Context: an optimization exercise on an open-source flow, tuned for small area, a short achievable clock period and few clock cycles. The choices shown serve that exercise and are no tape-out recipe.
No functional check of the RTL was part of any run shown here.

===== flow/design.v =====
module SequentialMultiplier(clock, reset, multiplicand, multiplier, product, ready, start);
    parameter N = 32;
    input clock;
    input reset;
    input [N-1:0] multiplicand, multiplier;
    output [2*N-1:0] product;
    output ready;
    input start;
    logic busy;
    logic first, first_n;                
    logic [2:0] count;                   
    logic [N-1:0] m_register;
    logic b0;                            
    logic [34:0] acc_s, acc_c;       
    logic [N-1:0] ph_register;           
    logic [N-1:0] pl_register;           
    logic [3:0] one, two, neg;      
    logic [3:0] one_n1, two_n1, neg_n1;    
    logic [7:0] pend_s, pend_c;          
    logic pend_n;                        
    logic [1:0] pend_ci;                 
    wire go = start & ~busy;
    wire accumulate = busy & ~count[2];
    wire resolve = busy & count[2];
    assign ready = ~busy;
    wire [8:0] bb = go ? {multiplier[8:1], 1'b0} : pl_register[15:7];
    wire [3:0] one_d, two_d, neg_d;
    genvar j;
    generate
        for (j = 0; j < 4; j = j + 1) begin : enc
            assign one_d[j] = bb[2*j+1] ^ bb[2*j];
            assign two_d[j] = (bb[2*j+2] & ~bb[2*j+1] & ~bb[2*j]) | (~bb[2*j+2] & bb[2*j+1] & bb[2*j]);
            assign neg_d[j] = bb[2*j+2] & ~(bb[2*j+1] & bb[2*j]);
        end
    endgenerate
    wire [34:0] sum_in = first ? {3'b0, m_register & {N{b0}}} : acc_s;
    wire [34:0] carry_in = ~first_n ? {1'b1, 34'b0} : acc_c;
    wire inj41 = ~(count[1] & count[0]);
    wire [N:0] m1 = {1'b0, m_register};
    wire [N:0] m2 = {m_register, 1'b0};
    wire [33:0] row0;
    assign row0[0] = ((one[0] & m1[0]) | (two[0] & m2[0])) ^ neg[0];
    assign row0[1] = ((one[0] & m1[1]) | (two[0] & m2[1])) ^ neg[0];
    assign row0[2] = ((one[0] & m1[2]) | (two[0] & m2[2])) ^ neg[0];
    assign row0[3] = ((one[0] & m1[3]) | (two[0] & m2[3])) ^ neg[0];
    assign row0[4] = ((one[0] & m1[4]) | (two[0] & m2[4])) ^ neg[0];
    assign row0[5] = ((one[0] & m1[5]) | (two[0] & m2[5])) ^ neg[0];
    assign row0[6] = ((one[0] & m1[6]) | (two[0] & m2[6])) ^ neg[0];
    assign row0[7] = ((one[0] & m1[7]) | (two[0] & m2[7])) ^ neg[0];
    assign row0[8] = ((one[0] & m1[8]) | (two[0] & m2[8])) ^ neg[0];
    assign row0[9] = ((one[0] & m1[9]) | (two[0] & m2[9])) ^ neg[0];
    assign row0[10] = ((one[0] & m1[10]) | (two[0] & m2[10])) ^ neg[0];
    assign row0[11] = ((one[0] & m1[11]) | (two[0] & m2[11])) ^ neg[0];
    assign row0[12] = ((one[0] & m1[12]) | (two[0] & m2[12])) ^ neg[0];
    assign row0[13] = ((one[0] & m1[13]) | (two[0] & m2[13])) ^ neg[0];
    assign row0[14] = ((one[0] & m1[14]) | (two[0] & m2[14])) ^ neg[0];
    assign row0[15] = ((one[0] & m1[15]) | (two[0] & m2[15])) ^ neg[0];
    assign row0[16] = ((one[0] & m1[16]) | (two[0] & m2[16])) ^ neg[0];
    assign row0[17] = ((~one_n1[0] & m1[17]) | (~two_n1[0] & m2[17])) ^ ~neg_n1[0];
    assign row0[18] = ((~one_n1[0] & m1[18]) | (~two_n1[0] & m2[18])) ^ ~neg_n1[0];
    assign row0[19] = ((~one_n1[0] & m1[19]) | (~two_n1[0] & m2[19])) ^ ~neg_n1[0];
    assign row0[20] = ((~one_n1[0] & m1[20]) | (~two_n1[0] & m2[20])) ^ ~neg_n1[0];
    assign row0[21] = ((~one_n1[0] & m1[21]) | (~two_n1[0] & m2[21])) ^ ~neg_n1[0];
    assign row0[22] = ((~one_n1[0] & m1[22]) | (~two_n1[0] & m2[22])) ^ ~neg_n1[0];
    assign row0[23] = ((~one_n1[0] & m1[23]) | (~two_n1[0] & m2[23])) ^ ~neg_n1[0];
    assign row0[24] = ((~one_n1[0] & m1[24]) | (~two_n1[0] & m2[24])) ^ ~neg_n1[0];
    assign row0[25] = ((~one_n1[0] & m1[25]) | (~two_n1[0] & m2[25])) ^ ~neg_n1[0];
    assign row0[26] = ((~one_n1[0] & m1[26]) | (~two_n1[0] & m2[26])) ^ ~neg_n1[0];
    assign row0[27] = ((~one_n1[0] & m1[27]) | (~two_n1[0] & m2[27])) ^ ~neg_n1[0];
    assign row0[28] = ((~one_n1[0] & m1[28]) | (~two_n1[0] & m2[28])) ^ ~neg_n1[0];
    assign row0[29] = ((~one_n1[0] & m1[29]) | (~two_n1[0] & m2[29])) ^ ~neg_n1[0];
    assign row0[30] = ((~one_n1[0] & m1[30]) | (~two_n1[0] & m2[30])) ^ ~neg_n1[0];
    assign row0[31] = ((~one_n1[0] & m1[31]) | (~two_n1[0] & m2[31])) ^ ~neg_n1[0];
    assign row0[32] = ((~one_n1[0] & m1[32]) | (~two_n1[0] & m2[32])) ^ ~neg_n1[0];
    assign row0[33] = neg_n1[0];
    wire [33:0] row1;
    assign row1[0] = ((one[1] & m1[0]) | (two[1] & m2[0])) ^ neg[1];
    assign row1[1] = ((one[1] & m1[1]) | (two[1] & m2[1])) ^ neg[1];
    assign row1[2] = ((one[1] & m1[2]) | (two[1] & m2[2])) ^ neg[1];
    assign row1[3] = ((one[1] & m1[3]) | (two[1] & m2[3])) ^ neg[1];
    assign row1[4] = ((one[1] & m1[4]) | (two[1] & m2[4])) ^ neg[1];
    assign row1[5] = ((one[1] & m1[5]) | (two[1] & m2[5])) ^ neg[1];
    assign row1[6] = ((one[1] & m1[6]) | (two[1] & m2[6])) ^ neg[1];
    assign row1[7] = ((one[1] & m1[7]) | (two[1] & m2[7])) ^ neg[1];
    assign row1[8] = ((one[1] & m1[8]) | (two[1] & m2[8])) ^ neg[1];
    assign row1[9] = ((one[1] & m1[9]) | (two[1] & m2[9])) ^ neg[1];
    assign row1[10] = ((one[1] & m1[10]) | (two[1] & m2[10])) ^ neg[1];
    assign row1[11] = ((one[1] & m1[11]) | (two[1] & m2[11])) ^ neg[1];
    assign row1[12] = ((one[1] & m1[12]) | (two[1] & m2[12])) ^ neg[1];
    assign row1[13] = ((one[1] & m1[13]) | (two[1] & m2[13])) ^ neg[1];
    assign row1[14] = ((one[1] & m1[14]) | (two[1] & m2[14])) ^ neg[1];
    assign row1[15] = ((one[1] & m1[15]) | (two[1] & m2[15])) ^ neg[1];
    assign row1[16] = ((one[1] & m1[16]) | (two[1] & m2[16])) ^ neg[1];
    assign row1[17] = ((~one_n1[1] & m1[17]) | (~two_n1[1] & m2[17])) ^ ~neg_n1[1];
    assign row1[18] = ((~one_n1[1] & m1[18]) | (~two_n1[1] & m2[18])) ^ ~neg_n1[1];
    assign row1[19] = ((~one_n1[1] & m1[19]) | (~two_n1[1] & m2[19])) ^ ~neg_n1[1];
    assign row1[20] = ((~one_n1[1] & m1[20]) | (~two_n1[1] & m2[20])) ^ ~neg_n1[1];
    assign row1[21] = ((~one_n1[1] & m1[21]) | (~two_n1[1] & m2[21])) ^ ~neg_n1[1];
    assign row1[22] = ((~one_n1[1] & m1[22]) | (~two_n1[1] & m2[22])) ^ ~neg_n1[1];
    assign row1[23] = ((~one_n1[1] & m1[23]) | (~two_n1[1] & m2[23])) ^ ~neg_n1[1];
    assign row1[24] = ((~one_n1[1] & m1[24]) | (~two_n1[1] & m2[24])) ^ ~neg_n1[1];
    assign row1[25] = ((~one_n1[1] & m1[25]) | (~two_n1[1] & m2[25])) ^ ~neg_n1[1];
    assign row1[26] = ((~one_n1[1] & m1[26]) | (~two_n1[1] & m2[26])) ^ ~neg_n1[1];
    assign row1[27] = ((~one_n1[1] & m1[27]) | (~two_n1[1] & m2[27])) ^ ~neg_n1[1];
    assign row1[28] = ((~one_n1[1] & m1[28]) | (~two_n1[1] & m2[28])) ^ ~neg_n1[1];
    assign row1[29] = ((~one_n1[1] & m1[29]) | (~two_n1[1] & m2[29])) ^ ~neg_n1[1];
    assign row1[30] = ((~one_n1[1] & m1[30]) | (~two_n1[1] & m2[30])) ^ ~neg_n1[1];
    assign row1[31] = ((~one_n1[1] & m1[31]) | (~two_n1[1] & m2[31])) ^ ~neg_n1[1];
    assign row1[32] = ((~one_n1[1] & m1[32]) | (~two_n1[1] & m2[32])) ^ ~neg_n1[1];
    assign row1[33] = neg_n1[1];
    wire [33:0] row2;
    assign row2[0] = ((one[2] & m1[0]) | (two[2] & m2[0])) ^ neg[2];
    assign row2[1] = ((one[2] & m1[1]) | (two[2] & m2[1])) ^ neg[2];
    assign row2[2] = ((one[2] & m1[2]) | (two[2] & m2[2])) ^ neg[2];
    assign row2[3] = ((one[2] & m1[3]) | (two[2] & m2[3])) ^ neg[2];
    assign row2[4] = ((one[2] & m1[4]) | (two[2] & m2[4])) ^ neg[2];
    assign row2[5] = ((one[2] & m1[5]) | (two[2] & m2[5])) ^ neg[2];
    assign row2[6] = ((one[2] & m1[6]) | (two[2] & m2[6])) ^ neg[2];
    assign row2[7] = ((one[2] & m1[7]) | (two[2] & m2[7])) ^ neg[2];
    assign row2[8] = ((one[2] & m1[8]) | (two[2] & m2[8])) ^ neg[2];
    assign row2[9] = ((one[2] & m1[9]) | (two[2] & m2[9])) ^ neg[2];
    assign row2[10] = ((one[2] & m1[10]) | (two[2] & m2[10])) ^ neg[2];
    assign row2[11] = ((one[2] & m1[11]) | (two[2] & m2[11])) ^ neg[2];
    assign row2[12] = ((one[2] & m1[12]) | (two[2] & m2[12])) ^ neg[2];
    assign row2[13] = ((one[2] & m1[13]) | (two[2] & m2[13])) ^ neg[2];
    assign row2[14] = ((one[2] & m1[14]) | (two[2] & m2[14])) ^ neg[2];
    assign row2[15] = ((one[2] & m1[15]) | (two[2] & m2[15])) ^ neg[2];
    assign row2[16] = ((one[2] & m1[16]) | (two[2] & m2[16])) ^ neg[2];
    assign row2[17] = ((~one_n1[2] & m1[17]) | (~two_n1[2] & m2[17])) ^ ~neg_n1[2];
    assign row2[18] = ((~one_n1[2] & m1[18]) | (~two_n1[2] & m2[18])) ^ ~neg_n1[2];
    assign row2[19] = ((~one_n1[2] & m1[19]) | (~two_n1[2] & m2[19])) ^ ~neg_n1[2];
    assign row2[20] = ((~one_n1[2] & m1[20]) | (~two_n1[2] & m2[20])) ^ ~neg_n1[2];
    assign row2[21] = ((~one_n1[2] & m1[21]) | (~two_n1[2] & m2[21])) ^ ~neg_n1[2];
    assign row2[22] = ((~one_n1[2] & m1[22]) | (~two_n1[2] & m2[22])) ^ ~neg_n1[2];
    assign row2[23] = ((~one_n1[2] & m1[23]) | (~two_n1[2] & m2[23])) ^ ~neg_n1[2];
    assign row2[24] = ((~one_n1[2] & m1[24]) | (~two_n1[2] & m2[24])) ^ ~neg_n1[2];
    assign row2[25] = ((~one_n1[2] & m1[25]) | (~two_n1[2] & m2[25])) ^ ~neg_n1[2];
    assign row2[26] = ((~one_n1[2] & m1[26]) | (~two_n1[2] & m2[26])) ^ ~neg_n1[2];
    assign row2[27] = ((~one_n1[2] & m1[27]) | (~two_n1[2] & m2[27])) ^ ~neg_n1[2];
    assign row2[28] = ((~one_n1[2] & m1[28]) | (~two_n1[2] & m2[28])) ^ ~neg_n1[2];
    assign row2[29] = ((~one_n1[2] & m1[29]) | (~two_n1[2] & m2[29])) ^ ~neg_n1[2];
    assign row2[30] = ((~one_n1[2] & m1[30]) | (~two_n1[2] & m2[30])) ^ ~neg_n1[2];
    assign row2[31] = ((~one_n1[2] & m1[31]) | (~two_n1[2] & m2[31])) ^ ~neg_n1[2];
    assign row2[32] = ((~one_n1[2] & m1[32]) | (~two_n1[2] & m2[32])) ^ ~neg_n1[2];
    assign row2[33] = neg_n1[2];
    wire [33:0] row3;
    assign row3[0] = ((one[3] & m1[0]) | (two[3] & m2[0])) ^ neg[3];
    assign row3[1] = ((one[3] & m1[1]) | (two[3] & m2[1])) ^ neg[3];
    assign row3[2] = ((one[3] & m1[2]) | (two[3] & m2[2])) ^ neg[3];
    assign row3[3] = ((one[3] & m1[3]) | (two[3] & m2[3])) ^ neg[3];
    assign row3[4] = ((one[3] & m1[4]) | (two[3] & m2[4])) ^ neg[3];
    assign row3[5] = ((one[3] & m1[5]) | (two[3] & m2[5])) ^ neg[3];
    assign row3[6] = ((one[3] & m1[6]) | (two[3] & m2[6])) ^ neg[3];
    assign row3[7] = ((one[3] & m1[7]) | (two[3] & m2[7])) ^ neg[3];
    assign row3[8] = ((one[3] & m1[8]) | (two[3] & m2[8])) ^ neg[3];
    assign row3[9] = ((one[3] & m1[9]) | (two[3] & m2[9])) ^ neg[3];
    assign row3[10] = ((one[3] & m1[10]) | (two[3] & m2[10])) ^ neg[3];
    assign row3[11] = ((one[3] & m1[11]) | (two[3] & m2[11])) ^ neg[3];
    assign row3[12] = ((one[3] & m1[12]) | (two[3] & m2[12])) ^ neg[3];
    assign row3[13] = ((one[3] & m1[13]) | (two[3] & m2[13])) ^ neg[3];
    assign row3[14] = ((one[3] & m1[14]) | (two[3] & m2[14])) ^ neg[3];
    assign row3[15] = ((one[3] & m1[15]) | (two[3] & m2[15])) ^ neg[3];
    assign row3[16] = ((one[3] & m1[16]) | (two[3] & m2[16])) ^ neg[3];
    assign row3[17] = ((~one_n1[3] & m1[17]) | (~two_n1[3] & m2[17])) ^ ~neg_n1[3];
    assign row3[18] = ((~one_n1[3] & m1[18]) | (~two_n1[3] & m2[18])) ^ ~neg_n1[3];
    assign row3[19] = ((~one_n1[3] & m1[19]) | (~two_n1[3] & m2[19])) ^ ~neg_n1[3];
    assign row3[20] = ((~one_n1[3] & m1[20]) | (~two_n1[3] & m2[20])) ^ ~neg_n1[3];
    assign row3[21] = ((~one_n1[3] & m1[21]) | (~two_n1[3] & m2[21])) ^ ~neg_n1[3];
    assign row3[22] = ((~one_n1[3] & m1[22]) | (~two_n1[3] & m2[22])) ^ ~neg_n1[3];
    assign row3[23] = ((~one_n1[3] & m1[23]) | (~two_n1[3] & m2[23])) ^ ~neg_n1[3];
    assign row3[24] = ((~one_n1[3] & m1[24]) | (~two_n1[3] & m2[24])) ^ ~neg_n1[3];
    assign row3[25] = ((~one_n1[3] & m1[25]) | (~two_n1[3] & m2[25])) ^ ~neg_n1[3];
    assign row3[26] = ((~one_n1[3] & m1[26]) | (~two_n1[3] & m2[26])) ^ ~neg_n1[3];
    assign row3[27] = ((~one_n1[3] & m1[27]) | (~two_n1[3] & m2[27])) ^ ~neg_n1[3];
    assign row3[28] = ((~one_n1[3] & m1[28]) | (~two_n1[3] & m2[28])) ^ ~neg_n1[3];
    assign row3[29] = ((~one_n1[3] & m1[29]) | (~two_n1[3] & m2[29])) ^ ~neg_n1[3];
    assign row3[30] = ((~one_n1[3] & m1[30]) | (~two_n1[3] & m2[30])) ^ ~neg_n1[3];
    assign row3[31] = ((~one_n1[3] & m1[31]) | (~two_n1[3] & m2[31])) ^ ~neg_n1[3];
    assign row3[32] = ((~one_n1[3] & m1[32]) | (~two_n1[3] & m2[32])) ^ ~neg_n1[3];
    assign row3[33] = neg_n1[3];
    wire hs0, hc0;
    HalfAdder ha0 (carry_in[3], sum_in[3], hs0, hc0);
    wire hs1, hc1;
    HalfAdder ha1 (carry_in[4], sum_in[4], hs1, hc1);
    wire fs0, fc0;
    FullAdder fa0 (carry_in[5], sum_in[5], neg[2], fs0, fc0);
    wire hs2, hc2;
    HalfAdder ha2 (row0[4], row1[2], hs2, hc2);
    wire fs1, fc1;
    FullAdder fa1 (carry_in[6], sum_in[6], row0[5], fs1, fc1);
    wire hs3, hc3;
    HalfAdder ha3 (row1[3], row2[1], hs3, hc3);
    wire fs2, fc2;
    FullAdder fa2 (carry_in[7], sum_in[7], row0[6], fs2, fc2);
    wire fs3, fc3;
    FullAdder fa3 (row1[4], row2[2], row3[0], fs3, fc3);
    wire fs4, fc4;
    FullAdder fa4 (carry_in[8], sum_in[8], row0[7], fs4, fc4);
    wire fs5, fc5;
    FullAdder fa5 (row1[5], row2[3], row3[1], fs5, fc5);
    wire fs6, fc6;
    FullAdder fa6 (carry_in[9], sum_in[9], row0[8], fs6, fc6);
    wire fs7, fc7;
    FullAdder fa7 (row1[6], row2[4], row3[2], fs7, fc7);
    wire fs8, fc8;
    FullAdder fa8 (carry_in[10], sum_in[10], row0[9], fs8, fc8);
    wire fs9, fc9;
    FullAdder fa9 (row1[7], row2[5], row3[3], fs9, fc9);
    wire fs10, fc10;
    FullAdder fa10 (carry_in[11], sum_in[11], row0[10], fs10, fc10);
    wire fs11, fc11;
    FullAdder fa11 (row1[8], row2[6], row3[4], fs11, fc11);
    wire fs12, fc12;
    FullAdder fa12 (carry_in[12], sum_in[12], row0[11], fs12, fc12);
    wire fs13, fc13;
    FullAdder fa13 (row1[9], row2[7], row3[5], fs13, fc13);
    wire fs14, fc14;
    FullAdder fa14 (carry_in[13], sum_in[13], row0[12], fs14, fc14);
    wire fs15, fc15;
    FullAdder fa15 (row1[10], row2[8], row3[6], fs15, fc15);
    wire fs16, fc16;
    FullAdder fa16 (carry_in[14], sum_in[14], row0[13], fs16, fc16);
    wire fs17, fc17;
    FullAdder fa17 (row1[11], row2[9], row3[7], fs17, fc17);
    wire fs18, fc18;
    FullAdder fa18 (carry_in[15], sum_in[15], row0[14], fs18, fc18);
    wire fs19, fc19;
    FullAdder fa19 (row1[12], row2[10], row3[8], fs19, fc19);
    wire fs20, fc20;
    FullAdder fa20 (carry_in[16], sum_in[16], row0[15], fs20, fc20);
    wire fs21, fc21;
    FullAdder fa21 (row1[13], row2[11], row3[9], fs21, fc21);
    wire fs22, fc22;
    FullAdder fa22 (carry_in[17], sum_in[17], row0[16], fs22, fc22);
    wire fs23, fc23;
    FullAdder fa23 (row1[14], row2[12], row3[10], fs23, fc23);
    wire fs24, fc24;
    FullAdder fa24 (carry_in[18], sum_in[18], row0[17], fs24, fc24);
    wire fs25, fc25;
    FullAdder fa25 (row1[15], row2[13], row3[11], fs25, fc25);
    wire fs26, fc26;
    FullAdder fa26 (carry_in[19], sum_in[19], row0[18], fs26, fc26);
    wire fs27, fc27;
    FullAdder fa27 (row1[16], row2[14], row3[12], fs27, fc27);
    wire fs28, fc28;
    FullAdder fa28 (carry_in[20], sum_in[20], row0[19], fs28, fc28);
    wire fs29, fc29;
    FullAdder fa29 (row1[17], row2[15], row3[13], fs29, fc29);
    wire fs30, fc30;
    FullAdder fa30 (carry_in[21], sum_in[21], row0[20], fs30, fc30);
    wire fs31, fc31;
    FullAdder fa31 (row1[18], row2[16], row3[14], fs31, fc31);
    wire fs32, fc32;
    FullAdder fa32 (carry_in[22], sum_in[22], row0[21], fs32, fc32);
    wire fs33, fc33;
    FullAdder fa33 (row1[19], row2[17], row3[15], fs33, fc33);
    wire fs34, fc34;
    FullAdder fa34 (carry_in[23], sum_in[23], row0[22], fs34, fc34);
    wire fs35, fc35;
    FullAdder fa35 (row1[20], row2[18], row3[16], fs35, fc35);
    wire fs36, fc36;
    FullAdder fa36 (carry_in[24], sum_in[24], row0[23], fs36, fc36);
    wire fs37, fc37;
    FullAdder fa37 (row1[21], row2[19], row3[17], fs37, fc37);
    wire fs38, fc38;
    FullAdder fa38 (carry_in[25], sum_in[25], row0[24], fs38, fc38);
    wire fs39, fc39;
    FullAdder fa39 (row1[22], row2[20], row3[18], fs39, fc39);
    wire fs40, fc40;
    FullAdder fa40 (carry_in[26], sum_in[26], row0[25], fs40, fc40);
    wire fs41, fc41;
    FullAdder fa41 (row1[23], row2[21], row3[19], fs41, fc41);
    wire fs42, fc42;
    FullAdder fa42 (carry_in[27], sum_in[27], row0[26], fs42, fc42);
    wire fs43, fc43;
    FullAdder fa43 (row1[24], row2[22], row3[20], fs43, fc43);
    wire fs44, fc44;
    FullAdder fa44 (carry_in[28], sum_in[28], row0[27], fs44, fc44);
    wire fs45, fc45;
    FullAdder fa45 (row1[25], row2[23], row3[21], fs45, fc45);
    wire fs46, fc46;
    FullAdder fa46 (carry_in[29], sum_in[29], row0[28], fs46, fc46);
    wire fs47, fc47;
    FullAdder fa47 (row1[26], row2[24], row3[22], fs47, fc47);
    wire fs48, fc48;
    FullAdder fa48 (carry_in[30], sum_in[30], row0[29], fs48, fc48);
    wire fs49, fc49;
    FullAdder fa49 (row1[27], row2[25], row3[23], fs49, fc49);
    wire fs50, fc50;
    FullAdder fa50 (carry_in[31], sum_in[31], row0[30], fs50, fc50);
    wire fs51, fc51;
    FullAdder fa51 (row1[28], row2[26], row3[24], fs51, fc51);
    wire fs52, fc52;
    FullAdder fa52 (carry_in[32], sum_in[32], row0[31], fs52, fc52);
    wire fs53, fc53;
    FullAdder fa53 (row1[29], row2[27], row3[25], fs53, fc53);
    wire fs54, fc54;
    FullAdder fa54 (carry_in[33], sum_in[33], row0[32], fs54, fc54);
    wire fs55, fc55;
    FullAdder fa55 (row1[30], row2[28], row3[26], fs55, fc55);
    wire fs56, fc56;
    FullAdder fa56 (carry_in[34], sum_in[34], row0[33], fs56, fc56);
    wire fs57, fc57;
    FullAdder fa57 (row1[31], row2[29], row3[27], fs57, fc57);
    wire fs58 = ~(row1[32] ^ row2[30]);
    wire fc58 = row1[32] | row2[30];
    wire hs4, hc4;
    HalfAdder ha4 (carry_in[1], sum_in[1], hs4, hc4);
    wire hs5, hc5;
    HalfAdder ha5 (carry_in[2], sum_in[2], hs5, hc5);
    wire fs59, fc59;
    FullAdder fa59 (hs0, neg[1], row0[2], fs59, fc59);
    wire fs60, fc60;
    FullAdder fa60 (hc0, hs1, row0[3], fs60, fc60);
    wire fs61, fc61;
    FullAdder fa61 (hc1, row2[0], fs0, fs61, fc61);
    wire fs62, fc62;
    FullAdder fa62 (fc0, hc2, hs3, fs62, fc62);
    wire fs63, fc63;
    FullAdder fa63 (hc3, fc1, fs2, fs63, fc63);
    wire fs64, fc64;
    FullAdder fa64 (fc2, fc3, fs4, fs64, fc64);
    wire fs65, fc65;
    FullAdder fa65 (fc4, fc5, fs6, fs65, fc65);
    wire fs66, fc66;
    FullAdder fa66 (fc6, fc7, fs8, fs66, fc66);
    wire fs67, fc67;
    FullAdder fa67 (fc8, fc9, fs10, fs67, fc67);
    wire fs68, fc68;
    FullAdder fa68 (fc10, fc11, fs12, fs68, fc68);
    wire fs69, fc69;
    FullAdder fa69 (fc12, fc13, fs14, fs69, fc69);
    wire fs70, fc70;
    FullAdder fa70 (fc14, fc15, fs16, fs70, fc70);
    wire fs71, fc71;
    FullAdder fa71 (fc16, fc17, fs18, fs71, fc71);
    wire fs72, fc72;
    FullAdder fa72 (fc18, fc19, fs20, fs72, fc72);
    wire fs73, fc73;
    FullAdder fa73 (fc20, fc21, fs22, fs73, fc73);
    wire fs74, fc74;
    FullAdder fa74 (fc22, fc23, fs24, fs74, fc74);
    wire fs75, fc75;
    FullAdder fa75 (fc24, fc25, fs26, fs75, fc75);
    wire fs76, fc76;
    FullAdder fa76 (fc26, fc27, fs28, fs76, fc76);
    wire fs77, fc77;
    FullAdder fa77 (fc28, fc29, fs30, fs77, fc77);
    wire fs78, fc78;
    FullAdder fa78 (fc30, fc31, fs32, fs78, fc78);
    wire fs79, fc79;
    FullAdder fa79 (fc32, fc33, fs34, fs79, fc79);
    wire fs80, fc80;
    FullAdder fa80 (fc34, fc35, fs36, fs80, fc80);
    wire fs81, fc81;
    FullAdder fa81 (fc36, fc37, fs38, fs81, fc81);
    wire fs82, fc82;
    FullAdder fa82 (fc38, fc39, fs40, fs82, fc82);
    wire fs83, fc83;
    FullAdder fa83 (fc40, fc41, fs42, fs83, fc83);
    wire fs84, fc84;
    FullAdder fa84 (fc42, fc43, fs44, fs84, fc84);
    wire fs85, fc85;
    FullAdder fa85 (fc44, fc45, fs46, fs85, fc85);
    wire fs86, fc86;
    FullAdder fa86 (fc46, fc47, fs48, fs86, fc86);
    wire fs87, fc87;
    FullAdder fa87 (fc48, fc49, fs50, fs87, fc87);
    wire fs88, fc88;
    FullAdder fa88 (fc50, fc51, fs52, fs88, fc88);
    wire fs89, fc89;
    FullAdder fa89 (fc52, fc53, fs54, fs89, fc89);
    wire fs90, fc90;
    FullAdder fa90 (fc54, fc55, fs56, fs90, fc90);
    wire fs91, fc91;
    FullAdder fa91 (row3[28], fc56, fc57, fs91, fc91);
    wire fs92, fc92;
    FullAdder fa92 (row1[33], row2[31], row3[29], fs92, fc92);
    wire hs6 = ~row2[32];
    wire hc6 = row2[32];
    wire hs7, hc7;
    HalfAdder ha7 (hs4, neg[0], hs7, hc7);
    wire fs93, fc93;
    FullAdder fa93 (hc4, hs5, row0[1], fs93, fc93);
    wire fs94, fc94;
    FullAdder fa94 (hc5, row1[0], fs59, fs94, fc94);
    wire fs95, fc95;
    FullAdder fa95 (row1[1], fc59, fs60, fs95, fc95);
    wire fs96, fc96;
    FullAdder fa96 (hs2, fc60, fs61, fs96, fc96);
    wire fs97, fc97;
    FullAdder fa97 (fs1, fc61, fs62, fs97, fc97);
    wire fs98, fc98;
    FullAdder fa98 (fs3, fc62, fs63, fs98, fc98);
    wire fs99, fc99;
    FullAdder fa99 (fs5, fc63, fs64, fs99, fc99);
    wire fs100, fc100;
    FullAdder fa100 (fs7, fc64, fs65, fs100, fc100);
    wire fs101, fc101;
    FullAdder fa101 (fs9, fc65, fs66, fs101, fc101);
    wire fs102, fc102;
    FullAdder fa102 (fs11, fc66, fs67, fs102, fc102);
    wire fs103, fc103;
    FullAdder fa103 (fs13, fc67, fs68, fs103, fc103);
    wire fs104, fc104;
    FullAdder fa104 (fs15, fc68, fs69, fs104, fc104);
    wire fs105, fc105;
    FullAdder fa105 (fs17, fc69, fs70, fs105, fc105);
    wire fs106, fc106;
    FullAdder fa106 (fs19, fc70, fs71, fs106, fc106);
    wire fs107, fc107;
    FullAdder fa107 (fs21, fc71, fs72, fs107, fc107);
    wire fs108, fc108;
    FullAdder fa108 (fs23, fc72, fs73, fs108, fc108);
    wire fs109, fc109;
    FullAdder fa109 (fs25, fc73, fs74, fs109, fc109);
    wire fs110, fc110;
    FullAdder fa110 (fs27, fc74, fs75, fs110, fc110);
    wire fs111, fc111;
    FullAdder fa111 (fs29, fc75, fs76, fs111, fc111);
    wire fs112, fc112;
    FullAdder fa112 (fs31, fc76, fs77, fs112, fc112);
    wire fs113, fc113;
    FullAdder fa113 (fs33, fc77, fs78, fs113, fc113);
    wire fs114, fc114;
    FullAdder fa114 (fs35, fc78, fs79, fs114, fc114);
    wire fs115, fc115;
    FullAdder fa115 (fs37, fc79, fs80, fs115, fc115);
    wire fs116, fc116;
    FullAdder fa116 (fs39, fc80, fs81, fs116, fc116);
    wire fs117, fc117;
    FullAdder fa117 (fs41, fc81, fs82, fs117, fc117);
    wire fs118, fc118;
    FullAdder fa118 (fs43, fc82, fs83, fs118, fc118);
    wire fs119, fc119;
    FullAdder fa119 (fs45, fc83, fs84, fs119, fc119);
    wire fs120, fc120;
    FullAdder fa120 (fs47, fc84, fs85, fs120, fc120);
    wire fs121, fc121;
    FullAdder fa121 (fs49, fc85, fs86, fs121, fc121);
    wire fs122, fc122;
    FullAdder fa122 (fs51, fc86, fs87, fs122, fc122);
    wire fs123, fc123;
    FullAdder fa123 (fs53, fc87, fs88, fs123, fc123);
    wire fs124, fc124;
    FullAdder fa124 (fs55, fc88, fs89, fs124, fc124);
    wire fs125, fc125;
    FullAdder fa125 (fs57, fc89, fs90, fs125, fc125);
    wire fs126, fc126;
    FullAdder fa126 (fs58, fc90, fs91, fs126, fc126);
    wire fs127, fc127;
    FullAdder fa127 (fc58, fs92, fc91, fs127, fc127);
    wire fs128, fc128;
    FullAdder fa128 (row3[30], hs6, fc92, fs128, fc128);
    wire fs129, fc129;
    FullAdder fa129 (row2[33], row3[31], hc6, fs129, fc129);
    wire hs8 = ~row3[32];
    wire hc8 = row3[32];
    wire [42:0] tx = {1'b0, inj41, row3[33], hs8, fs129, fs128, fc126, fc125, fc124, fc123, fc122, fc121, fc120, fc119, fc118, fc117, fc116, fc115, fc114, fc113, fc112, fc111, fc110, fc109, fc108, fc107, fc106, fc105, fc104, fc103, fc102, fc101, fc100, fc99, fc98, fc97, fc96, fc95, fc94, fc93, hc7, hs7, carry_in[0]};
    wire [42:0] ty = {1'b0, 1'b0, hc8, fc129, fc128, fc127, fs127, fs126, fs125, fs124, fs123, fs122, fs121, fs120, fs119, fs118, fs117, fs116, fs115, fs114, fs113, fs112, fs111, fs110, fs109, fs108, fs107, fs106, fs105, fs104, fs103, fs102, fs101, fs100, fs99, fs98, fs97, fs96, fs95, fs94, fs93, row0[0], sum_in[0]};
    wire [39:0] fsum;
    wire [1:0] low_ci;
    FinalAdder final_add ({acc_s[N-1:0], pend_s}, {acc_c[N-1:0], pend_c}, pend_n, pend_ci, fsum, low_ci);
    wire [7:0] low = fsum[7:0];
    wire [N-1:0] hi = fsum[39:8];
    assign product = {ph_register, pl_register};
    always_ff @(posedge clock) begin
        if (~busy)
            m_register <= multiplicand;
        if (go)
            b0 <= multiplier[0];
        one <= one_d;
        two <= two_d;
        neg <= neg_d;
        one_n1 <= ~one_d;
        two_n1 <= ~two_d;
        neg_n1 <= ~neg_d;
        pend_s <= tx[7:0];
        pend_c <= ty[7:0];
        pend_n <= neg[3];
        pend_ci <= first ? 2'b0 : low_ci;
        acc_s <= tx[42:8];
        acc_c <= ty[42:8];
        if (resolve)
            ph_register <= hi;
        if (go)
            pl_register <= {1'b0, multiplier[N-1:1]};
        else if (busy)
            pl_register <= {low, pl_register[N-1:8]};
    end
    always_ff @(posedge clock or posedge reset) begin
        if (reset) begin
            first <= 1'b0;
            first_n <= 1'b1;
        end else begin
            first <= go;
            first_n <= ~go;
        end
    end
    always_ff @(posedge clock or posedge reset) begin
        if (reset) begin
            busy <= 1'b0;
            count <= '0;
        end else if (go) begin
            busy <= 1'b1;
            count <= '0;
        end else if (busy) begin
            count <= count + 1'b1;
            if (count == 3'd4)
                busy <= 1'b0;
        end
    end
endmodule
module FinalAdder(input [39:0] x, input [39:0] y, input n, input [1:0] ci,
                  output [39:0] sum, output [1:0] low_ci);
    wire [39:0] z = {32'b0, n, 5'b0, ci};
    wire [39:0] u = x ^ y ^ z;
    wire [40:0] v = {(x & y) | ((x | y) & z), 1'b0};
    wire c8;
    wire p0, g0;
    HalfAdder pg0 (u[0], v[0], p0, g0);
    wire p1, g1;
    HalfAdder pg1 (u[1], v[1], p1, g1);
    wire p2, g2;
    HalfAdder pg2 (u[2], v[2], p2, g2);
    wire p3, g3;
    HalfAdder pg3 (u[3], v[3], p3, g3);
    wire p4, g4;
    HalfAdder pg4 (u[4], v[4], p4, g4);
    wire p5, g5;
    HalfAdder pg5 (u[5], v[5], p5, g5);
    wire p6, g6;
    HalfAdder pg6 (u[6], v[6], p6, g6);
    wire p7, g7;
    HalfAdder pg7 (u[7], v[7], p7, g7);
    wire p8, g8;
    HalfAdder pg8 (u[8], v[8], p8, g8);
    wire p9, g9;
    HalfAdder pg9 (u[9], v[9], p9, g9);
    wire p10, g10;
    HalfAdder pg10 (u[10], v[10], p10, g10);
    wire p11, g11;
    HalfAdder pg11 (u[11], v[11], p11, g11);
    wire p12, g12;
    HalfAdder pg12 (u[12], v[12], p12, g12);
    wire p13, g13;
    HalfAdder pg13 (u[13], v[13], p13, g13);
    wire p14, g14;
    HalfAdder pg14 (u[14], v[14], p14, g14);
    wire p15, g15;
    HalfAdder pg15 (u[15], v[15], p15, g15);
    wire p16, g16;
    HalfAdder pg16 (u[16], v[16], p16, g16);
    wire p17, g17;
    HalfAdder pg17 (u[17], v[17], p17, g17);
    wire p18, g18;
    HalfAdder pg18 (u[18], v[18], p18, g18);
    wire p19, g19;
    HalfAdder pg19 (u[19], v[19], p19, g19);
    wire p20, g20;
    HalfAdder pg20 (u[20], v[20], p20, g20);
    wire p21, g21;
    HalfAdder pg21 (u[21], v[21], p21, g21);
    wire p22, g22;
    HalfAdder pg22 (u[22], v[22], p22, g22);
    wire p23, g23;
    HalfAdder pg23 (u[23], v[23], p23, g23);
    wire p24, g24;
    HalfAdder pg24 (u[24], v[24], p24, g24);
    wire p25, g25;
    HalfAdder pg25 (u[25], v[25], p25, g25);
    wire p26, g26;
    HalfAdder pg26 (u[26], v[26], p26, g26);
    wire p27, g27;
    HalfAdder pg27 (u[27], v[27], p27, g27);
    wire p28, g28;
    HalfAdder pg28 (u[28], v[28], p28, g28);
    wire p29, g29;
    HalfAdder pg29 (u[29], v[29], p29, g29);
    wire p30, g30;
    HalfAdder pg30 (u[30], v[30], p30, g30);
    wire p31, g31;
    HalfAdder pg31 (u[31], v[31], p31, g31);
    wire p32, g32;
    HalfAdder pg32 (u[32], v[32], p32, g32);
    wire p33, g33;
    HalfAdder pg33 (u[33], v[33], p33, g33);
    wire p34, g34;
    HalfAdder pg34 (u[34], v[34], p34, g34);
    wire p35, g35;
    HalfAdder pg35 (u[35], v[35], p35, g35);
    wire p36, g36;
    HalfAdder pg36 (u[36], v[36], p36, g36);
    wire p37, g37;
    HalfAdder pg37 (u[37], v[37], p37, g37);
    wire p38, g38;
    HalfAdder pg38 (u[38], v[38], p38, g38);
    wire p39, g39;
    HalfAdder pg39 (u[39], v[39], p39, g39);
    wire G0;
    AndOr go0 (p1, g0, g1, G0);
    wire G1;
    AndOr go1 (p3, g2, g3, G1);
    wire P1;
    And2 po1 (p3, p2, P1);
    wire G2;
    AndOr go2 (p5, g4, g5, G2);
    wire P2;
    And2 po2 (p5, p4, P2);
    wire G3;
    AndOr go3 (p7, g6, g7, G3);
    wire P3;
    And2 po3 (p7, p6, P3);
    wire G4;
    AndOr go4 (p9, g8, g9, G4);
    wire P4;
    And2 po4 (p9, p8, P4);
    wire G5;
    AndOr go5 (p11, g10, g11, G5);
    wire P5;
    And2 po5 (p11, p10, P5);
    wire G6;
    AndOr go6 (p13, g12, g13, G6);
    wire P6;
    And2 po6 (p13, p12, P6);
    wire G7;
    AndOr go7 (p15, g14, g15, G7);
    wire P7;
    And2 po7 (p15, p14, P7);
    wire G8;
    AndOr go8 (p17, g16, g17, G8);
    wire P8;
    And2 po8 (p17, p16, P8);
    wire G9;
    AndOr go9 (p19, g18, g19, G9);
    wire P9;
    And2 po9 (p19, p18, P9);
    wire G10;
    AndOr go10 (p21, g20, g21, G10);
    wire P10;
    And2 po10 (p21, p20, P10);
    wire G11;
    AndOr go11 (p23, g22, g23, G11);
    wire P11;
    And2 po11 (p23, p22, P11);
    wire G12;
    AndOr go12 (p25, g24, g25, G12);
    wire P12;
    And2 po12 (p25, p24, P12);
    wire G13;
    AndOr go13 (p27, g26, g27, G13);
    wire P13;
    And2 po13 (p27, p26, P13);
    wire G14;
    AndOr go14 (p29, g28, g29, G14);
    wire P14;
    And2 po14 (p29, p28, P14);
    wire G15;
    AndOr go15 (p31, g30, g31, G15);
    wire P15;
    And2 po15 (p31, p30, P15);
    wire G16;
    AndOr go16 (p33, g32, g33, G16);
    wire P16;
    And2 po16 (p33, p32, P16);
    wire G17;
    AndOr go17 (p35, g34, g35, G17);
    wire P17;
    And2 po17 (p35, p34, P17);
    wire G18;
    AndOr go18 (p37, g36, g37, G18);
    wire P18;
    And2 po18 (p37, p36, P18);
    wire G19;
    AndOr go19 (p39, g38, g39, G19);
    wire P19;
    And2 po19 (p39, p38, P19);
    wire G20;
    AndOr go20 (p2, G0, g2, G20);
    wire G21;
    AndOr go21 (P1, G0, G1, G21);
    wire G22;
    AndOr go22 (p6, G2, g6, G22);
    wire P22;
    And2 po22 (p6, P2, P22);
    wire G23;
    AndOr go23 (P3, G2, G3, G23);
    wire P23;
    And2 po23 (P3, P2, P23);
    wire G24;
    AndOr go24 (p10, G4, g10, G24);
    wire P24;
    And2 po24 (p10, P4, P24);
    wire G25;
    AndOr go25 (P5, G4, G5, G25);
    wire P25;
    And2 po25 (P5, P4, P25);
    wire G26;
    AndOr go26 (p14, G6, g14, G26);
    wire P26;
    And2 po26 (p14, P6, P26);
    wire G27;
    AndOr go27 (P7, G6, G7, G27);
    wire P27;
    And2 po27 (P7, P6, P27);
    wire G28;
    AndOr go28 (p18, G8, g18, G28);
    wire P28;
    And2 po28 (p18, P8, P28);
    wire G29;
    AndOr go29 (P9, G8, G9, G29);
    wire P29;
    And2 po29 (P9, P8, P29);
    wire G30;
    AndOr go30 (p22, G10, g22, G30);
    wire P30;
    And2 po30 (p22, P10, P30);
    wire G31;
    AndOr go31 (P11, G10, G11, G31);
    wire P31;
    And2 po31 (P11, P10, P31);
    wire G32;
    AndOr go32 (p26, G12, g26, G32);
    wire P32;
    And2 po32 (p26, P12, P32);
    wire G33;
    AndOr go33 (P13, G12, G13, G33);
    wire P33;
    And2 po33 (P13, P12, P33);
    wire G34;
    AndOr go34 (p30, G14, g30, G34);
    wire P34;
    And2 po34 (p30, P14, P34);
    wire G35;
    AndOr go35 (P15, G14, G15, G35);
    wire P35;
    And2 po35 (P15, P14, P35);
    wire G36;
    AndOr go36 (p34, G16, g34, G36);
    wire P36;
    And2 po36 (p34, P16, P36);
    wire G37;
    AndOr go37 (P17, G16, G17, G37);
    wire P37;
    And2 po37 (P17, P16, P37);
    wire G38;
    AndOr go38 (p38, G18, g38, G38);
    wire P38;
    And2 po38 (p38, P18, P38);
    wire G39;
    AndOr go39 (P19, G18, G19, G39);
    wire P39;
    And2 po39 (P19, P18, P39);
    wire G40;
    AndOr go40 (p4, G21, g4, G40);
    wire G41;
    AndOr go41 (P2, G21, G2, G41);
    wire G42;
    AndOr go42 (P22, G21, G22, G42);
    wire G43;
    AndOr go43 (P23, G21, G23, G43);
    wire G44;
    AndOr go44 (p12, G25, g12, G44);
    wire P44;
    And2 po44 (p12, P25, P44);
    wire G45;
    AndOr go45 (P6, G25, G6, G45);
    wire P45;
    And2 po45 (P6, P25, P45);
    wire G46;
    AndOr go46 (P26, G25, G26, G46);
    wire P46;
    And2 po46 (P26, P25, P46);
    wire G47;
    AndOr go47 (P27, G25, G27, G47);
    wire P47;
    And2 po47 (P27, P25, P47);
    wire G48;
    AndOr go48 (p20, G29, g20, G48);
    wire P48;
    And2 po48 (p20, P29, P48);
    wire G49;
    AndOr go49 (P10, G29, G10, G49);
    wire P49;
    And2 po49 (P10, P29, P49);
    wire G50;
    AndOr go50 (P30, G29, G30, G50);
    wire P50;
    And2 po50 (P30, P29, P50);
    wire G51;
    AndOr go51 (P31, G29, G31, G51);
    wire P51;
    And2 po51 (P31, P29, P51);
    wire G52;
    AndOr go52 (p28, G33, g28, G52);
    wire P52;
    And2 po52 (p28, P33, P52);
    wire G53;
    AndOr go53 (P14, G33, G14, G53);
    wire P53;
    And2 po53 (P14, P33, P53);
    wire G54;
    AndOr go54 (P34, G33, G34, G54);
    wire P54;
    And2 po54 (P34, P33, P54);
    wire G55;
    AndOr go55 (P35, G33, G35, G55);
    wire P55;
    And2 po55 (P35, P33, P55);
    wire G56;
    AndOr go56 (p36, G37, g36, G56);
    wire P56;
    And2 po56 (p36, P37, P56);
    wire G57;
    AndOr go57 (P18, G37, G18, G57);
    wire P57;
    And2 po57 (P18, P37, P57);
    wire G58;
    AndOr go58 (P38, G37, G38, G58);
    wire P58;
    And2 po58 (P38, P37, P58);
    wire G59;
    AndOr go59 (P39, G37, G39, G59);
    wire P59;
    And2 po59 (P39, P37, P59);
    wire G60;
    AndOr go60 (p8, G43, g8, G60);
    wire G61;
    AndOr go61 (P4, G43, G4, G61);
    wire G62;
    AndOr go62 (P24, G43, G24, G62);
    wire G63;
    AndOr go63 (P25, G43, G25, G63);
    wire G64;
    AndOr go64 (P44, G43, G44, G64);
    wire G65;
    AndOr go65 (P45, G43, G45, G65);
    wire G66;
    AndOr go66 (P46, G43, G46, G66);
    wire G67;
    AndOr go67 (P47, G43, G47, G67);
    wire G68;
    AndOr go68 (p24, G51, g24, G68);
    wire P68;
    And2 po68 (p24, P51, P68);
    wire G69;
    AndOr go69 (P12, G51, G12, G69);
    wire P69;
    And2 po69 (P12, P51, P69);
    wire G70;
    AndOr go70 (P32, G51, G32, G70);
    wire P70;
    And2 po70 (P32, P51, P70);
    wire G71;
    AndOr go71 (P33, G51, G33, G71);
    wire P71;
    And2 po71 (P33, P51, P71);
    wire G72;
    AndOr go72 (P52, G51, G52, G72);
    wire P72;
    And2 po72 (P52, P51, P72);
    wire G73;
    AndOr go73 (P53, G51, G53, G73);
    wire P73;
    And2 po73 (P53, P51, P73);
    wire G74;
    AndOr go74 (P54, G51, G54, G74);
    wire P74;
    And2 po74 (P54, P51, P74);
    wire G75;
    AndOr go75 (P55, G51, G55, G75);
    wire P75;
    And2 po75 (P55, P51, P75);
    wire G76;
    AndOr go76 (p16, G67, g16, G76);
    wire G77;
    AndOr go77 (P8, G67, G8, G77);
    wire G78;
    AndOr go78 (P28, G67, G28, G78);
    wire G79;
    AndOr go79 (P29, G67, G29, G79);
    wire G80;
    AndOr go80 (P48, G67, G48, G80);
    wire G81;
    AndOr go81 (P49, G67, G49, G81);
    wire G82;
    AndOr go82 (P50, G67, G50, G82);
    wire G83;
    AndOr go83 (P51, G67, G51, G83);
    wire G84;
    AndOr go84 (P68, G67, G68, G84);
    wire G85;
    AndOr go85 (P69, G67, G69, G85);
    wire G86;
    AndOr go86 (P70, G67, G70, G86);
    wire G87;
    AndOr go87 (P71, G67, G71, G87);
    wire G88;
    AndOr go88 (P72, G67, G72, G88);
    wire G89;
    AndOr go89 (P73, G67, G73, G89);
    wire G90;
    AndOr go90 (P74, G67, G74, G90);
    wire G91;
    AndOr go91 (P75, G67, G75, G91);
    wire G92;
    AndOr go92 (p32, G91, g32, G92);
    wire G93;
    AndOr go93 (P16, G91, G16, G93);
    wire G94;
    AndOr go94 (P36, G91, G36, G94);
    wire G95;
    AndOr go95 (P37, G91, G37, G95);
    wire G96;
    AndOr go96 (P56, G91, G56, G96);
    wire G97;
    AndOr go97 (P57, G91, G57, G97);
    wire G98;
    AndOr go98 (P58, G91, G58, G98);
    wire G99;
    AndOr go99 (P59, G91, G59, G99);
    assign sum[0] = p0;
    Xor2 sx1 (p1, g0, sum[1]);
    Xor2 sx2 (p2, G0, sum[2]);
    Xor2 sx3 (p3, G20, sum[3]);
    Xor2 sx4 (p4, G21, sum[4]);
    Xor2 sx5 (p5, G40, sum[5]);
    Xor2 sx6 (p6, G41, sum[6]);
    Xor2 sx7 (p7, G42, sum[7]);
    Xor2 sx8 (p8, G43, sum[8]);
    Xor2 sx9 (p9, G60, sum[9]);
    Xor2 sx10 (p10, G61, sum[10]);
    Xor2 sx11 (p11, G62, sum[11]);
    Xor2 sx12 (p12, G63, sum[12]);
    Xor2 sx13 (p13, G64, sum[13]);
    Xor2 sx14 (p14, G65, sum[14]);
    Xor2 sx15 (p15, G66, sum[15]);
    Xor2 sx16 (p16, G67, sum[16]);
    Xor2 sx17 (p17, G76, sum[17]);
    Xor2 sx18 (p18, G77, sum[18]);
    Xor2 sx19 (p19, G78, sum[19]);
    Xor2 sx20 (p20, G79, sum[20]);
    Xor2 sx21 (p21, G80, sum[21]);
    Xor2 sx22 (p22, G81, sum[22]);
    Xor2 sx23 (p23, G82, sum[23]);
    Xor2 sx24 (p24, G83, sum[24]);
    Xor2 sx25 (p25, G84, sum[25]);
    Xor2 sx26 (p26, G85, sum[26]);
    Xor2 sx27 (p27, G86, sum[27]);
    Xor2 sx28 (p28, G87, sum[28]);
    Xor2 sx29 (p29, G88, sum[29]);
    Xor2 sx30 (p30, G89, sum[30]);
    Xor2 sx31 (p31, G90, sum[31]);
    Xor2 sx32 (p32, G91, sum[32]);
    Xor2 sx33 (p33, G92, sum[33]);
    Xor2 sx34 (p34, G93, sum[34]);
    Xor2 sx35 (p35, G94, sum[35]);
    Xor2 sx36 (p36, G95, sum[36]);
    Xor2 sx37 (p37, G96, sum[37]);
    Xor2 sx38 (p38, G97, sum[38]);
    Xor2 sx39 (p39, G98, sum[39]);
    assign c8 = G43;
    assign low_ci = {1'b0, c8} + {1'b0, v[8]};
endmodule
module AndOr(input a, input b, input c, output y);
    assign y = (a & b) | c;
endmodule
module And2(input a, input b, output y);
    assign y = a & b;
endmodule
module Xor2(input a, input b, output y);
    assign y = a ^ b;
endmodule
module FullAdder(input a, input b, input c, output s, output co);
    assign s = a ^ b ^ c;
    assign co = (a & b) | (a & c) | (b & c);
endmodule
module HalfAdder(input a, input b, output s, output co);
    assign s = a ^ b;
    assign co = a & b;
endmodule

===== flow/flow/run.sh =====
#!/bin/bash
# Standard layout (the standard.sh, unchanged synthesis and steps), with
# the port buffers made from sky130_fd_sc_hd__buf_1 instead of the flow's
# default pick. Every tool's output goes to standard.log here.
set -euo pipefail
export BUFFER_PORTS_ARGS="-buffer_cell sky130_fd_sc_hd__buf_1"
bash standard.sh > standard.log 2>&1

===== flow/standard.sh =====
#!/bin/bash
# synth_recipe.tcl (not shown) runs the flow's synth.tcl, then flattens the netlist and writes it again
# the make line also repeats each setting of config.mk as NAME=value (left out here)
make -C /OpenROAD-flow-scripts/flow DESIGN_CONFIG=/design/flow/config.mk WORK_HOME=/design/flow/orfs CLKGATE_MAP_FILE= SYNTH_SCRIPT=/design/flow/synth_recipe.tcl "${@:-finish}"

===== flow/config.mk =====
export PLATFORM = sky130hd
export DESIGN_NAME = SequentialMultiplier
export DESIGN_NICKNAME = SequentialMultiplier
export VERILOG_FILES = /design/flow/design.v
export SDC_FILE = /design/flow/constraint.sdc
export NUM_CORES = 4
export LEC_CHECK = 0
export CAP_MARGIN = 20
export CORE_MARGIN = 2
export CORE_UTILIZATION = 40
export SETUP_SLACK_MARGIN = 1.2
export SLEW_MARGIN = 20
export SYNTH_HIERARCHICAL = 1

===== flow/constraint.sdc =====
create_clock -name core_clock -period 4.0 [get_ports {clock}]
set_input_delay 0.8000 -clock core_clock [delete_from_list [all_inputs] [get_ports {clock}]]
set_output_delay 0.8000 -clock core_clock [all_outputs]
set_load 0.01 [all_outputs]

==> results of run 1 <==
-- per-module statistics from Yosys, one instance, submodules excluded --
module,times used,cell area (um^2)
And2,58,6.256
AndOr,96,7.507
FinalAdder,1,543.0
FullAdder,129,20.02
HalfAdder,47,12.51
SequentialMultiplier,1,9320
Xor2,39,8.758
-- layout make-up --
class / count / area share
flip-flops and latches: 213 / 0.3238
inverters: 65 / 0.01527
repair buffers: 150 / 0.03959
clock inverters: 10 / 0.008057
clock buffers: 35 / 0.04711
well taps: 461 / 0.03537
multi-input cells: 941 / 0.5308
-- stage by stage --
step	cell area, um^2	setup slack (ns)
final	16310	1.233
after global routing	16310	1.166
after CTS	16260	1.200
after detailed placement	15270	0.9734
after global placement	15270	1.011
after floorplan	14460	1.201
-- layout by cell type (no fill, tap or decap), types with 3 or more instances in the layout --
cell type	n
nor2b_1	7
nand2_1	133
clkbuf_16	29
buf_4	17
edfxtp_1	96
a21o_4	3
fa_1	132
mux2_2	3
xnor2_1	133
conb_1	3
buf_1	131
o21ai_0	35
o31ai_1	4
ha_4	3
a21o_1	92
inv_1	64
clkbuf_1	4
nor2_1	5
dfrtp_1	5
ha_1	86
a22oi_1	64
o22ai_1	62
dfxtp_1	95
and2_1	91
nand2b_1	9
dfxtp_2	16
o21ai_1	3
xor2_1	46
-- layer usage --
layer  global-route usage  share of wire  vias up
li1                     -              -     4605
met1               0.2645           0.46     4715
met2               0.2962           0.46      308
met3              0.02766          0.060       48
met4              0.04882          0.024        0
met5                    0              0        -
-- sequential cells by signal, indices dropped and copies added (netlist names), 8 cells and up --
| signal | flops |
|---|---|
| ph_register | 32 |
| pend_s | 8 |
| acc_s | 34 |
| pl_register | 32 |
| acc_c | 33 |
| pend_c | 8 |
| m_register | 32 |
-- worst max-delay path by stage --
stage / end / startpoint / cells past startpoint
2_1_floorplan: ph_register[28]$_DFFE_PP_ / pend_c[7]$_DFF_P_ / 9
3_3_place_gp: ph_register[30]$_DFFE_PP_ / pend_c[7]$_DFF_P_ / 9
3_5_place_dp: ph_register[28]$_DFFE_PP_ / pend_c[7]$_DFF_P_ / 9
4_1_cts: ph_register[31]$_DFFE_PP_ / pend_s[7]$_DFF_P_ / 9
5_1_grt: ph_register[28]$_DFFE_PP_ / pend_c[7]$_DFF_P_ / 9
6_report: ph_register[30]$_DFFE_PP_ / pend_c[7]$_DFF_P_ / 9
-- cells by family after synthesis --
kind of cell,after synthesis
AO/OA/AOI/OAI,274
AND/OR/NAND/NOR,256
adder cells (fa/ha/maj),222
flip-flops,213
XOR/XNOR,179
buffers and inverters,143
multiplexers,7
other,2
-- timing repair --
action                                  in CTS  in global routing
endpoints found under the setup margin      26                 40
resized for setup                           16                 17
pin swaps                                   10                  9
buffers inserted                             4                  1
==> impl_metrics.py, run 1 <==
metrics = {
    "route": {
        "dr_total_vias": 9676,
        "drtPass1Iterations": 5,
        "drt_iter0_markers": 675,
        "drc": 0,
        "ant_nets": 0,
        "wl_um": 34910,
        "detail_routed_net_length_per_standard_cell_um": 18.62,
        "avgViaCountPerCell": 5.161,
    },
    "yosys": {
        "synthMuxAreaShare": 0.005798,
        "yosys.area_share.xor_xnor": 0.1084,
        "synth_compound_area_frac": 0.1304,
        "yosys_warns": 7,
        "adder_and_majority_cell_fraction_of_the_synthesized_area": 0.2606,
        "yosysTopAreaCellShare": 0.1994,
        "postSynthCellCount": 1296,
        "postSynth.asyncResetShare": 0.02817,
        "synth-edff-count": 96,
        "synth_top_family_by_area": "adder cells",
        "mappedNetlistArea_um2": 14460,
        "ys_top_cells_by_count": "nand2_1 (133), xnor2_1 (133), fa_1 (132)",
        "synth.ff_latch_count": 213,
        "largest_cells_by_area_after_synthesis": "edfxtp_1 (20%), fa_1 (18%), dfxtp_1 (15%)",
        "synth_largest_area_cell": "edfxtp_1",
        "synth_flop_cell": "dfxtp_1",
        "netlist-cell-type-count": 42,
        "synthesis.area_per_instance_um2": 11.16,
        "synthSimpleGateAreaFrac": 0.08766,
        "synth-seq-area-share": 0.3635,
    },
    "clock_tree": {
        "cts_hold_buf": 0,
        "clock_tree_from_tritoncts": "yes",
        "clk_pin_slew_ns": 0.06,
        "clk_latency_ns": 0.55,
        "clock_tree.htree_level_count": 1,
        "cts-buffers-inserted": 25,
        "clock_path_buffers": 3,
        "ctsRootBufferMaster": "clkbuf_16",
        "clock_sink_count": 213,
    },
    "placement": {
        "total_half_perimeter_wirelength_after_legalization_and_detailed_placement_um": 25850,
        "io_buffer_count": 131,
        "global_placement_routability_congestion": 0.8208,
        "placed_cells_incl_taps": 1825,
    },
    "setup_path": {
        "ff2ff_setup_slack_ns": 1.23,
        "cp_cell_sequence": "fa_1, ha_4, a21o_1, a21o_1, a21o_4, a21o_4, a21o_4, a21o_1, xor2_1",
        "path_delay_family": "compound AO/OA/AOI/OAI gates",
        "critical_path_buf_inv_count": 0,
        "start_kind": "flop",
        "max_stage_delay_ns": 0.58,
        "worst_r2r_startpoint": "pend_c[7]$_DFF_P_",
        "crit_fanout": 8,
        "regToRegEndpoint": "ph_register[30]$_DFFE_PP_",
        "worst_r2r_path_depth": 9,
        "crit_path_end_kind": "flop",
        "cpMaxStageDelayCell": "fa_1",
        "critical_path_required_ns": 4.28,
        "cp.arrival_ns": 3.05,
        "timing.setup.critical_path_class": "flop to flop",
    },
    "finish": {
        "drive_above_1_share": 0.06789,
        "postLayoutCoreUtil": 0.4584,
        "area_growth_pct": 12.77,
        "layoutNonFillerInstCount": 1875,
        "layout.area.seq_um2": 5280,
        "insertedDiodeCount": 0,
        "multiInputGateArea_um2": 8655,
        "layout.nets": 1685,
        "fillers": 3342,
    },
    "sta": {
        "timing_max_transition_violations_final": 0,
        "fin_worst_skew_ns": 0.03075,
        "post-route-min-period_ns": 2.767,
        "fin_crit_sh": 0.6918,
        "final_setup_violating_endpoints": 0,
        "worst_pin_slew_ns": 0.9605,
        "fmaxAchievable_ghz": 0.3614,
        "finalHoldWorstSlack_ns": 0.1906,
        "totalNegativeSetupSlack_ns": 0,
        "rsz_0062_raised_after_global_routing": "yes",
        "worst_slew_margin_rel": 0.3596,
        "hold_viol": 0,
    },
    "floorplan": {
        "site_rows": 69,
        "design.portCount": 132,
        "floorplan.die.height_um": 194.1,
        "floorplan.die_area_um2": 37680,
        "dieWidth_um": 194.1,
        "initial_core_util": 0.4065,
        "placeable_area_um2": 35570,
    },
    "grt": {
        "grt_pass1_vias": 10010,
        "maximum_number_of_pins_on_one_net_before_global_route_repair": 47,
        "gr-usage-all-layers": 0.1857,
        "grt_first_pass_wirelength_um": 55970,
        "globalRouteOverflowTotal": 0,
        "antenna_found_initial": 0,
    },
    "outcome": {
        "run_status": "timing/DRC/antenna clean",
    },
    "min_path": {
        "hold_class": "input pin to async pin",
    },
    "job": {
        "max_cap_violations": 0,
    },
}
==> run 2: changes to the inputs <==
--- a/flow/config.mk
+++ b/flow/config.mk
@@ -9,5 +9,5 @@
 export CORE_MARGIN = 2
 export CORE_UTILIZATION = 40
-export SETUP_SLACK_MARGIN = 1.2
+export SETUP_SLACK_MARGIN = 1.3
 export SLEW_MARGIN = 20
 export SYNTH_HIERARCHICAL = 1
==> run 2 against run 1 <==
Compared with the run above: highest routed layer unchanged; routed wire length increased by 3.2%; sequential share of layout area decreased by 0.12 points; via count increased by 1.4%; flip-flop and latch count unchanged.
==> impl_metrics.py, run 2 <==
metrics = {
    "setup_path": {
        "crit_fanout": 8,
        "timing.setup.critical_path_class": "flop to flop",
        "critical_path_required_ns": 4.28,
        "crit_path_end_kind": "flop",
        "cp.arrival_ns": 3.04,
        "start_kind": "flop",
    },
    "sta": {
        "fin_crit_sh": 0.6902,
        "totalNegativeSetupSlack_ns": 0,
        "worst_slew_margin_rel": 0.3605,
        "rsz_0062_raised_after_global_routing": "yes",
        "worst_pin_slew_ns": 0.9593,
        "final_setup_violating_endpoints": 0,
        "post-route-min-period_ns": 2.761,
        "fmaxAchievable_ghz": 0.3622,
        "timing_max_transition_violations_final": 0,
        "finalHoldWorstSlack_ns": 0.1998,
        "fin_worst_skew_ns": 0.01794,
        "hold_viol": 0,
    },
    "finish": {
        "layout.cells.most_common_list": "xnor2_1 (133), nand2_1 (132), buf_1 (131)",
        "area_growth_pct": 13.42,
        "postLayoutCoreUtil": 0.4611,
        "largest-register": "acc_s",
        "layout_top_registers": "acc_s x34, acc_c x33",
        "layout.nets": 1698,
        "post-route-cell-area_um2": 16400,
        "insertedDiodeCount": 0,
        "flip_flop_count_of_the_largest_register_all_copies_and_words_added": 34,
        "layout.area.seq_um2": 5290,
        "fillers": 3327,
        "layout.cells.most_common": "xnor2_1",
        "drive_above_1_share": 0.09524,
        "multiInputGateArea_um2": 8677,
    },
    "clock_tree": {
        "cts-buffers-inserted": 25,
        "clk_pin_slew_ns": 0.07,
        "ctsRootBufferMaster": "clkbuf_16",
        "clk_latency_ns": 0.54,
        "cts_hold_buf": 0,
        "clock_sink_count": 213,
        "clock_path_buffers": 3,
        "clock_tree.htree_level_count": 1,
        "clock_tree_from_tritoncts": "yes",
    },
    "placement": {
        "io_buffer_count": 131,
        "detailed_place.area_um2": 15300,
        "total_half_perimeter_wirelength_after_legalization_and_detailed_placement_um": 26420,
        "global_placement_routability_congestion": 0.9093,
    },
    "route": {
        "ant_nets": 0,
        "dr_total_vias": 9811,
        "detail_routed_net_length_per_standard_cell_um": 19.07,
        "drtPass1Iterations": 5,
        "drc": 0,
        "avgViaCountPerCell": 5.194,
        "wl_um": 36020,
        "drt_iter0_markers": 829,
    },
    "yosys": {
        "ys_top_cells_by_count": "nand2_1 (133), xnor2_1 (133), fa_1 (132)",
        "synth_largest_area_cell": "edfxtp_1",
        "netlist-cell-type-count": 42,
        "synth-edff-count": 96,
        "synth-seq-area-share": 0.3635,
        "yosysTopAreaCellShare": 0.1994,
        "largest_cells_by_area_after_synthesis": "edfxtp_1 (20%), fa_1 (18%), dfxtp_1 (15%)",
        "yosys_warns": 7,
        "synthesis.area_per_instance_um2": 11.16,
        "postSynth.asyncResetShare": 0.02817,
        "synth_flop_cell": "dfxtp_1",
        "synth.ff_latch_count": 213,
        "postSynthCellCount": 1296,
        "mappedNetlistArea_um2": 14460,
    },
    "grt": {
        "gr-usage-met1": 0.2609,
        "antenna_found_initial": 0,
        "grt-busiest-layer": "met2",
        "gr-usage-all-layers": 0.1857,
        "grt_first_pass_wirelength_um": 56090,
        "global_route.usage.met3": 0.02940,
        "globalRouteOverflowTotal": 0,
        "maximum_number_of_pins_on_one_net_before_global_route_repair": 47,
        "grt_pass1_vias": 9953,
        "gr-usage-met2": 0.2997,
    },
    "floorplan": {
        "placeable_area_um2": 35570,
        "design.portCount": 132,
        "initial_core_util": 0.4065,
        "site_rows": 69,
        "dieWidth_um": 194.1,
        "floorplan.die.height_um": 194.1,
        "floorplan.die_area_um2": 37680,
    },
    "job": {
        "max_cap_violations": 0,
    },
    "outcome": {
        "run_status": "timing/DRC/antenna clean",
    },
    "min_path": {
        "hold_class": "input pin to async pin",
    },
}
==> run 2: cell counts after synthesis <==
Identical to the previous run, type by type.
==> run 2: Yosys stat by module (local to each module, per instance) <==
module,cells,copies in the design,flip-flops and latches,cell area [um^2]
HalfAdder,1,47,0,12.51
Xor2,1,39,0,8.758
FullAdder,1,129,0,20.02
And2,1,58,0,6.256
FinalAdder,43,1,0,543.0
SequentialMultiplier,884,1,213,9320
AndOr,1,96,0,7.507
==> run 2: cells by family (layout without fill, tap and decap cells) <==
logic type / after synthesis / in the layout / synth area share
xor+xnor: 179 / 179 / 0.1084
fa+ha+maj: 222 / 222 / 0.2606
buf+inv: 143 / 274 / 0.04301
flops: 213 / 213 / 0.3635
simple gates: 256 / 256 / 0.08766
mux: 7 / 7 / 0.005798
other cells: 2 / 3 / 0.0005194
compound gates: 274 / 274 / 0.1304
==> run 2: worst paths after layout <==
kind,endpoint,slack (ns),start,cells past startpoint
setup reg to reg,ph_register[29]$_DFFE_PP_,1.24,pend_s[7]$_DFF_P_,9
setup / recovery,ph_register[29]$_DFFE_PP_,1.24,pend_s[7]$_DFF_P_,9
min in group core_clock,m_register[9]$_DFFE_PN_,0.42,multiplicand[9],1
hold / removal,busy$_DFF_PP0_,0.20,reset,2
max in group asynchronous,first_n$_DFF_PP1_,3.53,reset,2
hold reg to reg,count[2]$_DFFE_PP0P_,0.50,count[2]$_DFFE_PP0P_,1
==> run 2: repair_timing <==
action	in CTS	in global routing
pin swaps	6	11
buffers inserted	8	7
gates resized for setup	16	48
endpoints found under the setup margin	68	72
cloned	0	3
==> run 2: layer usage <==
metal / vias to the layer above / wire length [um]
li1: 4626 / -
met2: 343 / 16660
met5: - / 0
met4: 0 / 823
met3: 54 / 2215
met1: 4788 / 16320
==> run 2: through the flow <==
stage,worst slack (ns),instances
final,1.239,1889
after detailed placement,1.086,1825
after global routing,1.167,1889
after floorplan,1.304,1297
after global placement,1.111,1825
after CTS,1.243,1879
==> run 2: worst max-delay path, cell delays in order (launching register included) <==
cell	delay [ns]
dfxtp_2	0.32
fa_2	0.59
ha_4	0.21
a21o_1	0.18
a21o_1	0.15
a21o_4	0.21
a21o_4	0.24
a21o_4	0.26
a21o_1	0.17
xor2_1	0.16
==> run 2: layout make-up <==
cell class / instances / area share
clock buffers: 27 / 0.03861
clock inverters: 19 / 0.008774
inverters: 65 / 0.01518
multi-input cells: 941 / 0.5291
flip-flops and latches: 213 / 0.3226
well taps: 461 / 0.03517
repair buffers: 163 / 0.05058

==> what the ideal ports hide <==
No port has a modelled driver above. Below, the same layouts with a new extraction and two added sets of constraints. Step 1: set_driving_cell puts a clkbuf_16 on clock and a buf_2 on each other input, an assumption about the parent block. Step 2 also shifts input and output timing later by t, the mid clock arrival at the registers, as if the neighbouring blocks saw the same clock. Slacks: ideal / step 1 / step 2; pairs: ideal / step 1.
| run | t, ns | setup WS [ns] | worst setup path after step 2 | slew at the worst register clock pin (ns) |
|---|---|---|---|---|
| run 1 | 0.587 | 1.233 / 1.233 / 1.233 | register to register | 0.07 / 0.07 |
| run 2 | 0.585 | 1.239 / 1.239 / 1.239 | register to register | 0.07 / 0.07 |
After both steps every run listed still meets setup and hold.
